Background: an optimization exercise with open tools, aiming at small area, a short achievable clock period and few clock cycles per item. Do not read the settings as production practice. Function was not checked in any run shown here: the RTL went through the layout flow alone. Power and IR drop assume default switching activity.

## flow/design.v (module list and top-level ports; edited modules follow where they fit)
// module FP16_MAC_pipeline: 1036 lines
module FP16_MAC_pipeline(
    input [15:0]data_k,
    input [15:0]data_x,
    input [15:0]data_b,
    input rst,
    input input_valid,
    input clk,
    input [1:0]opcode,
    output reg [15:0]data_o,
    output reg output_up,
    output reg [1:0]opcode_o
    );
  // ...
==> flow/run.sh <==
#!/bin/bash
# synth_recipe.tcl (not shown) runs the flow's synth.tcl, then flattens the netlist and writes it again
# the make line also repeats each setting of config.mk as NAME=value (left out here)
make -C /OpenROAD-flow-scripts/flow DESIGN_CONFIG=/design/flow/config.mk WORK_HOME=/design/flow/orfs CLKGATE_MAP_FILE= SYNTH_SCRIPT=/design/flow/synth_recipe.tcl finish
==> flow/config.mk <==
export PLATFORM = sky130hd
export DESIGN_NAME = FP16_MAC_pipeline
export DESIGN_NICKNAME = FP16_MAC_pipeline
export VERILOG_FILES = /design/flow/design.v
export SDC_FILE = /design/flow/constraint.sdc
export NUM_CORES = 4
export LEC_CHECK = 0
export CAP_MARGIN = 20
export CORE_MARGIN = 2
export CORE_UTILIZATION = 65
export SETUP_SLACK_MARGIN = 4.0
export SLEW_MARGIN = 20
==> flow/constraint.sdc <==
create_clock -name core_clock -period 6.0 [get_ports {clk}]
set_input_delay 1.2000 -clock core_clock [delete_from_list [all_inputs] [get_ports {clk}]]
set_output_delay 1.2000 -clock core_clock [all_outputs]
set_load 0.01 [all_outputs]
==> results.tsv, run 1 <==
metric	value	unit
result_of_the_run	timing/DRC/antenna clean	
post_synth_inst_count	2002	
synthTopCellsByCount	sky130_fd_sc_hd__dfxtp_1, sky130_fd_sc_hd__nand2_1, sky130_fd_sc_hd__nor2_1	
postCtsResizedCells	439	
clockNetworkAreaShare	5.49	%
die_w	177	um
synth_compound_gate_area_share	14.6	%
whs_path_depth	0	
syn2layout_area_growth	34.2	%
max_slew_violation_total_from_the_final_report	0	
remaining_drcs	0	
grt_pass1_vias	16400	
max_freq	345	MHz
p_sw	0.00768	W
yosysSeqAreaShare	41.4	%
dr.first_iter.drc_count	2019	
min_path_type	reg -> reg	
diodes	2	
timing.final.hold_violations	0	
die_h	177	um
seq-cell-share	31.5	%
regToRegEndpoint	a_r5[29]$_DFF_P_	
multi_input_gates	1390	
multi_input_comb_area	12900	um2
summed_instance_area_of_the_synthesized_netlist	19400	um2
slowest_cell_on_crit_path	sky130_fd_sc_hd__dfxtp_1	
fin_cells	2636	
maxSlewHeadroom	25.8	%
layout_top_registers	a_r5: 34 flops, a_r6: 34 flops, lo_r4: 32 flops	
placed_cells_incl_taps	2356	
power.density	675	nW/um2
grt_pass1_wl	86.1	mm
leading_post_synthesis_cells_by_cell_area	sky130_fd_sc_hd__dfxtp_1, sky130_fd_sc_hd__ha_1, sky130_fd_sc_hd__xnor2_1	
io_pins	72	
max-vdd-ir-drop	0.292	mV
design.die.area	31300	um2
clock_skew	13.7	ps
finish.net_count	2409	
final_cell_mix	sky130_fd_sc_hd__dfxtp_1, sky130_fd_sc_hd__nand2_1, sky130_fd_sc_hd__buf_4	
fin_crit_sh	48.3	%
finalSetupTns	0	ps
coreArea	29600	um2
finalWeightedCongestion	0.971	
==> inputs of run 2 (changes only) <==
--- a/flow/config.mk
+++ b/flow/config.mk
@@ -7,6 +7,6 @@
 export LEC_CHECK = 0
 export CAP_MARGIN = 20
 export CORE_MARGIN = 2
-export CORE_UTILIZATION = 65
-export SETUP_SLACK_MARGIN = 4.0
+export CORE_UTILIZATION = 60
+export SETUP_SLACK_MARGIN = 3.5
 export SLEW_MARGIN = 20
==> run 2 against run 1 <==
Net effect: still clean; final cell count down 2.7%; non-clock buffer count down 79; fmax up 4.7%; worst hold slack worse by 15 ps; via count down 13%; core utilization down 12 points; synthesized cell count unchanged; area after synthesis unchanged; power down 11%; count of clock-buffer cells in the layout down 3; global-route usage down 5.0 points; critical path type unchanged; critical endpoint is now a_r5[32]$_DFF_P_.
==> results.tsv, run 2 <==
metric	value	unit	change
yosysSeqAreaShare	41.4	%	unchanged
max-vdd-ir-drop	0.397	mV	was 0.292 mV
maxSlewHeadroom	36.2	%	was 25.8%
dp_hpwl	34.6	mm	was 34.3 mm
tritoncts.num_buffers	40		unchanged
final_number_of_setup_violating_endpoints	0		unchanged
result_of_the_run	timing/DRC/antenna clean		unchanged
fillCellCount	2112		was 1238
vias_per_cell	6.00		was 6.70
crit_type	reg -> reg		unchanged
grt_overflow_total	0		unchanged
grt_pass1_vias	15200		was 16400
synth.ff_latch_count	401		unchanged
die_h	184	um	was 177 um
place_worst_setup_slack	2540	ps	was 2490 ps
synthMostInstantiatedCell	sky130_fd_sc_hd__dfxtp_1		unchanged
fin_crit_sh	46.1	%	was 48.3%
drive_gt1_share	22.8	%	was 34.8%
synth_nets	2197		unchanged
most_area_hungry_cell_type_in_the_yosys_netlist	sky130_fd_sc_hd__dfxtp_1		unchanged
regToRegEndpoint	a_r5[32]$_DFF_P_		was a_r5[29]$_DFF_P_
floorplan.initialDensity	61.2	%	was 65.7%
leading_post_synthesis_cells_by_cell_area	sky130_fd_sc_hd__dfxtp_1, sky130_fd_sc_hd__ha_1, sky130_fd_sc_hd__xnor2_1		unchanged
grt_pass1_wl	80.3	mm	was 86.1 mm
grt_start_max_net_pins	45		unchanged
cts_tree	done		unchanged
final_common_cell	sky130_fd_sc_hd__dfxtp_1		unchanged
cts-htree-levels	2		unchanged
design.die.area	33800	um2	was 31300 um2
worstReg2RegStart	lo_r4[23]$_DFF_P_		was hi_r4[10]$_DFF_P_
worst_setup_path_end_kind	flop		unchanged
io_pins	72		unchanged
timing.final.hold_violations	0		unchanged
finalWeightedCongestion	0.899		was 0.971
whs_path_depth	0		unchanged
finish.net_count	2327		was 2409
diodes	0		was 2
synth.avg_cell_area	9.70	um2	unchanged
initial_antenna_violation_count	0		was 1
drt-pass1-iter-count	5		was 8
syn2layout_area_growth	24.3	%	was 34.2%
final_cell_mix	sky130_fd_sc_hd__dfxtp_1, sky130_fd_sc_hd__nand2_1, sky130_fd_sc_hd__nor2_1		was sky130_fd_sc_hd__dfxtp_1, sky130_fd_sc_hd__nand2_1, sky130_fd_sc_hd__buf_4
post-route-worst-setup-slack	3230	ps	was 3100 ps
timing.critical_path.fanout_max	5		was 6
rsz0062_at_grt	true		unchanged
coreArea	31700	um2	was 29600 um2
root_buffer	sky130_fd_sc_hd__clkbuf_16		unchanged
finalSetupTns	0	ps	unchanged
routedWlPerCell	20.2	um	was 25.9 um
startpoint_type_of_the_worst_setup_path	flop		unchanged
numClockSinks	401		unchanged
post_route_antenna_net_violation_count	0		unchanged
ctsLongestPathBuffers	3		unchanged
global_route.usage.total	29.8	%	was 34.8%
dr.first_iter.drc_count	1204		was 2019
summed_instance_area_of_the_synthesized_netlist	19400	um2	unchanged
min_from	a_r5[6]$_DFF_P_		was a_r5[5]$_DFF_P_
layout_top_registers	a_r5: 34 flops, a_r6: 34 flops, lo_r4: 32 flops		unchanged
leakagePower	9.98	nW	was 10.6 nW
buffer_ports.inserted	71		unchanged
synth-main-ff-cell	sky130_fd_sc_hd__dfxtp_1		unchanged
power.density	646	nW/um2	was 675 nW/um2
ys.warnings.count	1		unchanged
die_w	184	um	was 177 um
max_slew_violation_total_from_the_final_report	0		unchanged
worst_r2r_path_depth	11		was 12
data_arrival_time_of_the_critical_path	3180	ps	was 3330 ps
worstSkewPairLatency	540	ps	about the same
async_reset_ff_share	0	%	unchanged
post-route-min-period	2770	ps	was 2900 ps
post_synth_inst_count	2002		unchanged
drv_cap	0		unchanged
r2r_slack	3230	ps	was 3100 ps
max_freq	361	MHz	was 345 MHz
num_rows	65		was 63
wirelength	51.8	mm	was 68.3 mm
min_path_type	reg -> reg		unchanged
number_of_enable_flip_flop_cells_after_synthesis	0		unchanged
ys_types	82		unchanged
remaining_drcs	0		unchanged
clk_pin_slew_worst_paths	60	ps	was 70 ps
clock_skew	20.9	ps	was 13.7 ps
post-synth-top-area-fraction	41.4	%	unchanged
routed-via-count	15400		was 17700
cts_hold_buf	0		unchanged
required_arrival_time_at_the_worst_endpoint	6410	ps	was 6430 ps
whs_endpoint	a_r6[6]$_DFF_P_		was a_r6[5]$_DFF_P_
tightest_slew	956	ps	was 1100 ps
synthTopCellsByCount	sky130_fd_sc_hd__dfxtp_1, sky130_fd_sc_hd__nand2_1, sky130_fd_sc_hd__nor2_1		unchanged
[run 2: cell counts after synthesis]
No cell type changed its count.
[run 2: metal layers]
layer / track usage (%) / share of wire [%]
met1: 35.1 / 39
met2: 55.3 / 52
met3: 3.66 / 5.2
met4: 10.7 / 3.8
met5: 0 / 0
[run 2: where the power goes]
| group | switching [W] | internal, W | total (W) |
|---|---|---|---|
| logic | 0.00432 | 0.00375 | 0.00808 |
| clock network | 0.00106 | 0.00184 | 0.00290 |
| registers | 0.000932 | 0.00368 | 0.00461 |
| total | 0.00632 | 0.00927 | 0.0156 |
[run 2: cells by family (layout without fill, tap and decap cells)]
kind of cell | after synthesis | count (layout) | synth area share, %
and+or+nand+nor | 528 | 528 | 13.1
AOI/OAI and AO/OA | 416 | 421 | 14.6
DFF | 401 | 401 | 41.4
buffers and inverters | 218 | 374 | 4.41
xor gates and xnor gates | 178 | 178 | 8.03
adders and majority gates | 142 | 142 | 10.9
muxes | 119 | 119 | 7.58
[run 2: repair_timing]
item,4_1_cts,5_1_grt
gates cloned,5,1
resized for setup,209,134
buffers inserted,58,57
setup endpoints to repair,127,102
hold endpoints to repair,0,0
pin swaps,62,66
[run 2: final cells by class]
class	count	area, um2	area share [%]
multi-input combinational	1388	11700	48.7
timing repair buffer	193	1710	7.08
inverter	107	427	1.77
tap	402	503	2.09
timing repair inverter	1	5.00	0.0207
clock buffer	53	1150	4.78
sequential	401	8180	33.9
clock inverter	20	404	1.68
[run 2: critical path: stages, from the launching register on]
cell	delay [ps]
sky130_fd_sc_hd__dfxtp_2	330
sky130_fd_sc_hd__ha_4	240
sky130_fd_sc_hd__a21o_1	170
sky130_fd_sc_hd__o21bai_4	180
sky130_fd_sc_hd__a221oi_4	350
sky130_fd_sc_hd__o211ai_4	160
sky130_fd_sc_hd__buf_6	160
sky130_fd_sc_hd__buf_6	100
sky130_fd_sc_hd__o41a_4	390
sky130_fd_sc_hd__xor2_1	180
sky130_fd_sc_hd__a21oi_1	90
sky130_fd_sc_hd__mux2_2	290
[run 2: worst max-delay path by stage]
stage                              startpoint                to  slack, ps  cells past startpoint
after CTS                   lo_r4[23]$_DFF_P_  a_r5[23]$_DFF_P_       3190                     10
final                       lo_r4[23]$_DFF_P_  a_r5[32]$_DFF_P_       3230                     11
after detailed placement  hi_r4[6]$_SDFF_PP0_  a_r5[32]$_DFF_P_       2540                      9
after global routing        lo_r4[23]$_DFF_P_  a_r5[32]$_DFF_P_       3140                     11
after global placement    hi_r4[6]$_SDFF_PP0_  a_r5[32]$_DFF_P_       2590                      9
after floorplan             hi_r4[12]$_DFF_P_  a_r5[13]$_DFF_P_       3180                     11
[run 2: stage by stage]
stage / cells / hold WS, ps / cell area (um2) / total power, W / utilization, %
2_1_floorplan: 2002 / 310 / 19500 / 0.00926 / -
6_report: 2565 / 311 / 24100 / 0.0156 / 76.1
3_3_place_gp: 2371 / 310 / 20300 / 0.0109 / 64.0
5_1_grt: 2565 / 308 / 24100 / 0.0165 / 76.1
4_1_cts: 2507 / 303 / 23200 / 0.0148 / 73.0
3_5_place_dp: 2371 / 312 / 20300 / 0.0110 / 64.0

-- static timing again, ports no longer ideal --
The flow's constraints put no driver on any port. The routed layouts listed below were extracted and timed again, unchanged, in two steps.
Step 1 sets driving cells, clkbuf_16 on the clock port and buf_2 on the other inputs (assumed; they add their load-dependent delay and slew).
Step 2 adds t to the input delays and takes it off the output delays; t is the mean of the earliest and latest rising clock arrival at the registers after step 1. Input paths then give back, and output paths get back, about the clock's delay inside the block.
Slacks: ideal ports / drivers / drivers and shift; pairs: ideal ports / drivers.
run | t (ns) | slack for setup (ns) | worst setup path at the end | worst data-port slew with drivers (ns)
run 1 | 0.599 | 3.101 / 3.101 / 3.101 | register to register | 0.05
run 2 | 0.581 | 3.232 / 3.232 / 3.038 | input to register | 0.05
After both steps every run listed still meets setup and hold. For run 2, which loses most, drivers alone change the setup slack by 0.000 ns; drivers and shift together by -0.194 ns.
